Context: an optimization exercise on an open-source flow, tuned for small area, a short achievable clock period and few clock cycles. The choices shown serve that exercise and are no tape-out recipe.
Function was checked by simulation only, so behaviour that the tests miss may differ from the original.
Power and IR drop assume default switching activity.

Design rs_cudu_v2, start of the top module:
module rs_cudu_v2(
	input clock, reset,
	input sqrt_start, input [19:0] data_in,
	output sqrt_done, output [9:0] data_out
);
Size in the first run: about 180 cells after synthesis, ~27 flip-flops, ~34 I/O pins, about 0.0016 mm² of cells after synthesis.
Settings: LEC_CHECK=0, CAP_MARGIN=20, CORE_MARGIN=2, CORE_UTILIZATION=40, SETUP_SLACK_MARGIN=2.8, SLEW_MARGIN=20; clock period 5.0 ns.
standard.sh (not shown) runs the stock make flow with config.mk's settings and CLKGATE_MAP_FILE= SYNTH_SCRIPT=/design/flow/synth_recipe.tcl, a recipe that flattens the netlist after the stock synthesis.
==> flow/flow/run.sh <==
#!/bin/bash
# The standard layout, with plain buf_1 cells as the port buffers.
set -euo pipefail
export BUFFER_PORTS_ARGS="-buffer_cell sky130_fd_sc_hd__buf_1"
bash standard.sh > make_finish.log 2>&1
Testbench counts at the start, summed over its fixed seeds: cycles 32,008.
Rerun with:
--- a/flow/config.mk
+++ b/flow/config.mk
@@ -9,4 +9,4 @@
 export CORE_MARGIN = 2
 export CORE_UTILIZATION = 40
-export SETUP_SLACK_MARGIN = 2.8
+export SETUP_SLACK_MARGIN = 2.9
 export SLEW_MARGIN = 20
=> The changed run completed with no timing, DRC or antenna violations; first-iteration DRC count came out lower by about 25%; power rises by 5.1%; non-clock buffer count increases by 4; sequential power barely changes.
Rerun with:
--- a/flow/config.mk
+++ b/flow/config.mk
@@ -9,4 +9,7 @@
 export CORE_MARGIN = 2
 export CORE_UTILIZATION = 40
-export SETUP_SLACK_MARGIN = 2.9
+export CTS_BUF_LIST = sky130_fd_sc_hd__clkbuf_8
+export CTS_CLUSTER_DIAMETER = 100
+export CTS_CLUSTER_SIZE = 30
+export SETUP_SLACK_MARGIN = 2.8
 export SLEW_MARGIN = 20
Synthesized cell count does not change.
Area after synthesis stays the same.
Power went down by a few percent.
Non-clock buffer count went down by 4.
Core utilization falls by 2.1 points.

* * *

build 31:
The RTL this note starts from:
==> flow/design.v <==
module seed_lut(input [5:0] d, output [2:0] q0, output [9:0] r0);
function [12:0] seed;
	input [5:0] d;
	case (d)
		6'd0: seed = {3'd0, 10'd1023};
		6'd1: seed = {3'd1, 10'd0};
		6'd2: seed = {3'd1, 10'd1};
		6'd3: seed = {3'd1, 10'd2};
		6'd4: seed = {3'd2, 10'd1019};
		6'd5: seed = {3'd2, 10'd1020};
		6'd6: seed = {3'd2, 10'd1021};
		6'd7: seed = {3'd2, 10'd1022};
		6'd8: seed = {3'd2, 10'd1023};
		6'd9: seed = {3'd3, 10'd0};
		6'd10: seed = {3'd3, 10'd1};
		6'd11: seed = {3'd3, 10'd2};
		6'd12: seed = {3'd3, 10'd3};
		6'd13: seed = {3'd3, 10'd4};
		6'd14: seed = {3'd3, 10'd5};
		6'd15: seed = {3'd3, 10'd6};
		6'd16: seed = {3'd4, 10'd1015};
		6'd17: seed = {3'd4, 10'd1016};
		6'd18: seed = {3'd4, 10'd1017};
		6'd19: seed = {3'd4, 10'd1018};
		6'd20: seed = {3'd4, 10'd1019};
		6'd21: seed = {3'd4, 10'd1020};
		6'd22: seed = {3'd4, 10'd1021};
		6'd23: seed = {3'd4, 10'd1022};
		6'd24: seed = {3'd4, 10'd1023};
		6'd25: seed = {3'd5, 10'd0};
		6'd26: seed = {3'd5, 10'd1};
		6'd27: seed = {3'd5, 10'd2};
		6'd28: seed = {3'd5, 10'd3};
		6'd29: seed = {3'd5, 10'd4};
		6'd30: seed = {3'd5, 10'd5};
		6'd31: seed = {3'd5, 10'd6};
		6'd32: seed = {3'd5, 10'd7};
		6'd33: seed = {3'd5, 10'd8};
		6'd34: seed = {3'd5, 10'd9};
		6'd35: seed = {3'd5, 10'd10};
		6'd36: seed = {3'd6, 10'd1011};
		6'd37: seed = {3'd6, 10'd1012};
		6'd38: seed = {3'd6, 10'd1013};
		6'd39: seed = {3'd6, 10'd1014};
		6'd40: seed = {3'd6, 10'd1015};
		6'd41: seed = {3'd6, 10'd1016};
		6'd42: seed = {3'd6, 10'd1017};
		6'd43: seed = {3'd6, 10'd1018};
		6'd44: seed = {3'd6, 10'd1019};
		6'd45: seed = {3'd6, 10'd1020};
		6'd46: seed = {3'd6, 10'd1021};
		6'd47: seed = {3'd6, 10'd1022};
		6'd48: seed = {3'd6, 10'd1023};
		6'd49: seed = {3'd7, 10'd0};
		6'd50: seed = {3'd7, 10'd1};
		6'd51: seed = {3'd7, 10'd2};
		6'd52: seed = {3'd7, 10'd3};
		6'd53: seed = {3'd7, 10'd4};
		6'd54: seed = {3'd7, 10'd5};
		6'd55: seed = {3'd7, 10'd6};
		6'd56: seed = {3'd7, 10'd7};
		6'd57: seed = {3'd7, 10'd8};
		6'd58: seed = {3'd7, 10'd9};
		6'd59: seed = {3'd7, 10'd10};
		6'd60: seed = {3'd7, 10'd11};
		6'd61: seed = {3'd7, 10'd12};
		6'd62: seed = {3'd7, 10'd13};
		6'd63: seed = {3'd7, 10'd14};
	endcase
endfunction
assign {q0, r0} = seed(d);
endmodule
module pair_mux(input [2:0] cnt, input [19:0] d, output reg [1:0] pr);
always @(*)
	case (cnt)
		3'd0: pr = d[13:12];
		3'd1: pr = d[11:10];
		3'd2: pr = d[9:8];
		3'd3: pr = d[7:6];
		3'd4: pr = d[5:4];
		3'd5: pr = d[3:2];
		default: pr = d[1:0];
	endcase
endmodule
module nr_step(
	input [9:0] r, input [9:0] q, input [1:0] p, input neg,
	output [9:0] r_n, output [9:0] q_n
);
wire [9:0] a = r;
wire [9:0] b = {~neg, q[8:1] ^ {8{~neg}}, 1'b0};
wire ci = |p;
wire [9:0] h = a ^ b;
wire [9:0] g0 = (a & b) | {9'd0, h[0] & ci};
wire [9:0] p0 = h;
wire [9:0] g1 = g0 | (p0 & {g0[8:0], 1'b0});
wire [9:0] p1 = p0 & {p0[8:0], 1'b0};
wire [9:0] g2 = g1 | (p1 & {g1[7:0], 2'b0});
wire [9:0] p2 = p1 & {p1[7:0], 2'b0};
wire [9:0] g3 = g2 | (p2 & {g2[5:0], 4'b0});
wire [9:0] p3 = p2 & {p2[5:0], 4'b0};
wire [9:0] g4 = g3 | (p3 & {g3[1:0], 8'b0});
wire [9:0] hi = h ^ {g4[8:0], ci};
assign r_n = {hi[7:0], p - 2'd1};
assign q_n = {q[8:0], ~hi[9]};
endmodule
module rs_cudu_v2(
	input clock, reset,
	input sqrt_start, input [19:0] data_in,
	output sqrt_done, output [9:0] data_out
);
reg [2:0] cnt;		 
reg [9:0] q;		 
reg [9:0] r;		 
reg [1:0] pr;		 
reg neg;		 
reg done;
assign sqrt_done = done;
assign data_out = q;
wire [2:0] q0;
wire [9:0] r0;
seed_lut u_seed (.d(data_in[19:14]), .q0(q0), .r0(r0));
wire [9:0] rc [0:1];
wire [9:0] qc [0:1];
assign rc[0] = r;
assign qc[0] = q;
nr_step s0 (.r(rc[0]), .q(qc[0]), .p(pr[1:0]), .neg(neg), .r_n(rc[1]), .q_n(qc[1]));
wire [9:0] r_n = rc[1];
wire [9:0] q_n = qc[1];
always @(posedge clock, posedge reset)
	if (reset) cnt <= 3'd0;
	else if (sqrt_start) cnt <= 3'd1;
	else if (cnt != 3'd0) cnt <= cnt + 3'd1;
always @(posedge clock, posedge reset)
	if (reset) done <= 1'b0;
	else done <= (cnt == 3'd6);
wire [1:0] pr_n;
pair_mux u_pair (.cnt(cnt), .d(data_in), .pr(pr_n));
always @(posedge clock) begin
	if (sqrt_start) begin
		q <= {7'd0, q0};
		r <= r0;
		neg <= ~q0[0];
	end else begin
		if (cnt != 3'd0) q <= q_n;
		r <= r_n;
		neg <= ~q_n[0];
	end
	pr <= pr_n;
end
endmodule
clock: 5.0 ns
lec_check: 0
cap_margin: 20
core_margin: 2
core_utilization: 40
setup_slack_margin: 2.7
slew_margin: 20
Scripts as last shown in full above: flow/flow/run.sh
Testbench counts of build 31, summed over its fixed seeds: cycles 32,008.
--- input diff build 31..build 4 ---
- SETUP_SLACK_MARGIN: 2.7 -> 2.8
### Flow results
- Relative to build 31, critical path depth decreased by 5 in build 4.
- As far as final critical-path share of the clock period is concerned, build 4 and build 31 perform about the same.
- Endpoint arrival time on the critical path | build 4 below build 31
- Comparing build 31 and build 4, combinational group power is higher on build 4.
- Build 4 -> build 31: final period demand of the worst path flat
The inputs of build 78 differ from those of build 4 as listed below.
- changing SETUP_SLACK_MARGIN from 2.8 to 2.9
Notes after the runs:
Delta (build 78 minus build 4): layout overhead on the synthesized area roughly the same, actual transition at the worst max-transition pin roughly the same. Setup slack: build 78 less than build 4. The total length of routed wires on build 4 is in line with that on build 78. Diff build 78..build 4 | core occupancy in the finished layout | negligible. As far as number of nets at the end of the flow goes, build 78 and build 4 are indistinguishable; the numbers are identical. Clock distribution area overhead in the final layout of build 78 is on par with build 4. The wire length on met1 was comparable across build 4 and build 78.

* * *

// rs_cudu_v2: RTL as listed in full above, without the edits since
export LEC_CHECK = 0
export CAP_MARGIN = 20
export CORE_MARGIN = 2
export CORE_UTILIZATION = 48
export CTS_BUF_LIST = sky130_fd_sc_hd__clkbuf_8
export SETUP_SLACK_MARGIN = 2.8
export SLEW_MARGIN = 20
create_clock -name core_clock -period 5.0 [get_ports {clock}]
Scripts as last shown in full above: flow/flow/run.sh
The first run passed the timing, design-rule and antenna checks.
Testbench counts at the start, summed over its fixed seeds: cycles 32,008.
Rerun with:
Settings changed: CORE_UTILIZATION 48 to 55.
=> Count of clock-buffer cells in the layout does not change. Synthesized area stays the same. Maximum frequency is higher by 0.60%. Setup slack gains 0.013 ns. Combinational power decreases by about 4%. Cell area is lower by about 2%. Utilization increases by 9.4 points. Total power is lower by 2.8%. Cell count drops by 6.0%.

* * *

rev 12:
Another version of the RTL of rs_cudu_v2 (not shown whole).
Size in the first run: ~240 cells after synthesis, roughly 27 flip-flops.
==> flow/config.mk <==
export PLATFORM = sky130hd
export DESIGN_NAME = rs_cudu_v2
export DESIGN_NICKNAME = rs_cudu_v2
export VERILOG_FILES = /design/flow/design.v
export SDC_FILE = /design/flow/constraint.sdc
export NUM_CORES = 4
export LEC_CHECK = 0
export ABC_AREA = 1
export CAP_MARGIN = 20
export CORE_MARGIN = 2
export CORE_UTILIZATION = 40
export SETUP_SLACK_MARGIN = 2.6
export SLEW_MARGIN = 20
==> flow/constraint.sdc <==
create_clock -name core_clock -period 5.0 [get_ports {clock}]
set_input_delay 1.0000 -clock core_clock [delete_from_list [all_inputs] [get_ports {clock}]]
set_output_delay 1.0000 -clock core_clock [all_outputs]
set_load 0.01 [all_outputs]
Scripts as last shown in full above: flow/flow/run.sh
Testbench counts of rev 12, summed over its fixed seeds: cycles 32,008.
#### Input delta (rev 13 over rev 12)
# rev 12
export LEC_CHECK = 0
export ABC_AREA = 1
export CAP_MARGIN = 20
export CORE_MARGIN = 2
export CORE_UTILIZATION = 40
export SETUP_SLACK_MARGIN = 2.6
export SLEW_MARGIN = 20
create_clock -name core_clock -period 5.0 [get_ports {clock}]
# rev 13
export LEC_CHECK = 0
export ABC_AREA = 1
export CAP_MARGIN = 20
export CORE_MARGIN = 2
export CORE_UTILIZATION = 40
export SETUP_SLACK_MARGIN = 2.8
export SLEW_MARGIN = 20
create_clock -name core_clock -period 5.0 [get_ports {clock}]
Notes after the runs:
Where worst-case setup margin in the final layout is concerned, rev 12 is outperformed by rev 13. Compared with rev 12, rev 13 shows endpoint arrival time on the critical path lower by 160 ps. Comparing rev 13 against rev 12, there is no change at all in non-clock buffer total of the final layout. In the metrics for rev 13 and rev 12, the one carrying the higher top achievable clock speed is rev 13. As far as power drawn by the sequential cells is concerned, rev 12 and rev 13 perform about the same. Headroom to the max-slew limit ends up higher on rev 13. Delta (rev 13 minus rev 12): antenna cell count held; routed wire length was more or less identical. On fraction of area in registers, rev 13 and rev 12 are basically level.

-- separate check: timing with driven ports --
The results above use ideal ports. As a check the final layouts listed here were re-extracted and re-timed, cells and wires unchanged. Step 1: set_driving_cell puts a clkbuf_16 on clock and a buf_2 on each other input, an assumption about the parent block. Step 2, shift: input delay + t, output delay - t, t = (earliest + latest rising clock arrival at the registers) / 2. This alone moves slack from input paths to output paths. a / b / c = ideal / step 1 / step 2; a / b = the first two.
| run | t, ns | setup slack, ns | latest minus earliest clock arrival (ns) | worst slew at a driven data input, ns | cell pins on the clock port's net |
|---|---|---|---|---|---|
| the first run of note 1 | 0.302 | 2.837 / 2.837 / 2.610 | 0.005 / 0.004 | 0.03 | 1 |
| the second run of note 1 | 0.302 | 2.926 / 2.932 / 2.630 | 0.004 / 0.004 | 0.03 | 1 |
| the third run of note 1 | 0.302 | 2.837 / 2.837 / 2.610 | 0.005 / 0.004 | 0.03 | 1 |
| build 31 | 0.302 | 2.913 / 2.913 / 2.687 | 0.002 / 0.001 | 0.03 | 1 |
| build 4 | 0.303 | 2.911 / 2.914 / 2.611 | 0.002 / 0.002 | 0.03 | 1 |
| build 78 | 0.303 | 2.902 / 2.906 / 2.603 | 0.002 / 0.002 | 0.03 | 1 |
| the first run of note 3 | 0.292 | 2.889 / 2.889 / 2.662 | 0.003 / 0.003 | 0.03 | 1 |
| the second run of note 3 | 0.299 | 2.901 / 2.901 / 2.679 | 0.002 / 0.003 | 0.03 | 1 |
| rev 12 | 0.287 | 2.865 / 2.865 / 2.843 | 0.007 / 0.007 | 0.03 | 1 |
| rev 13 | 0.287 | 3.021 / 3.021 / 2.843 | 0.007 / 0.007 | 0.03 | 1 |
After both steps every run listed still meets setup and hold. For build 4, which loses most, drivers alone change the setup slack by +0.003 ns; drivers and shift together by -0.300 ns.
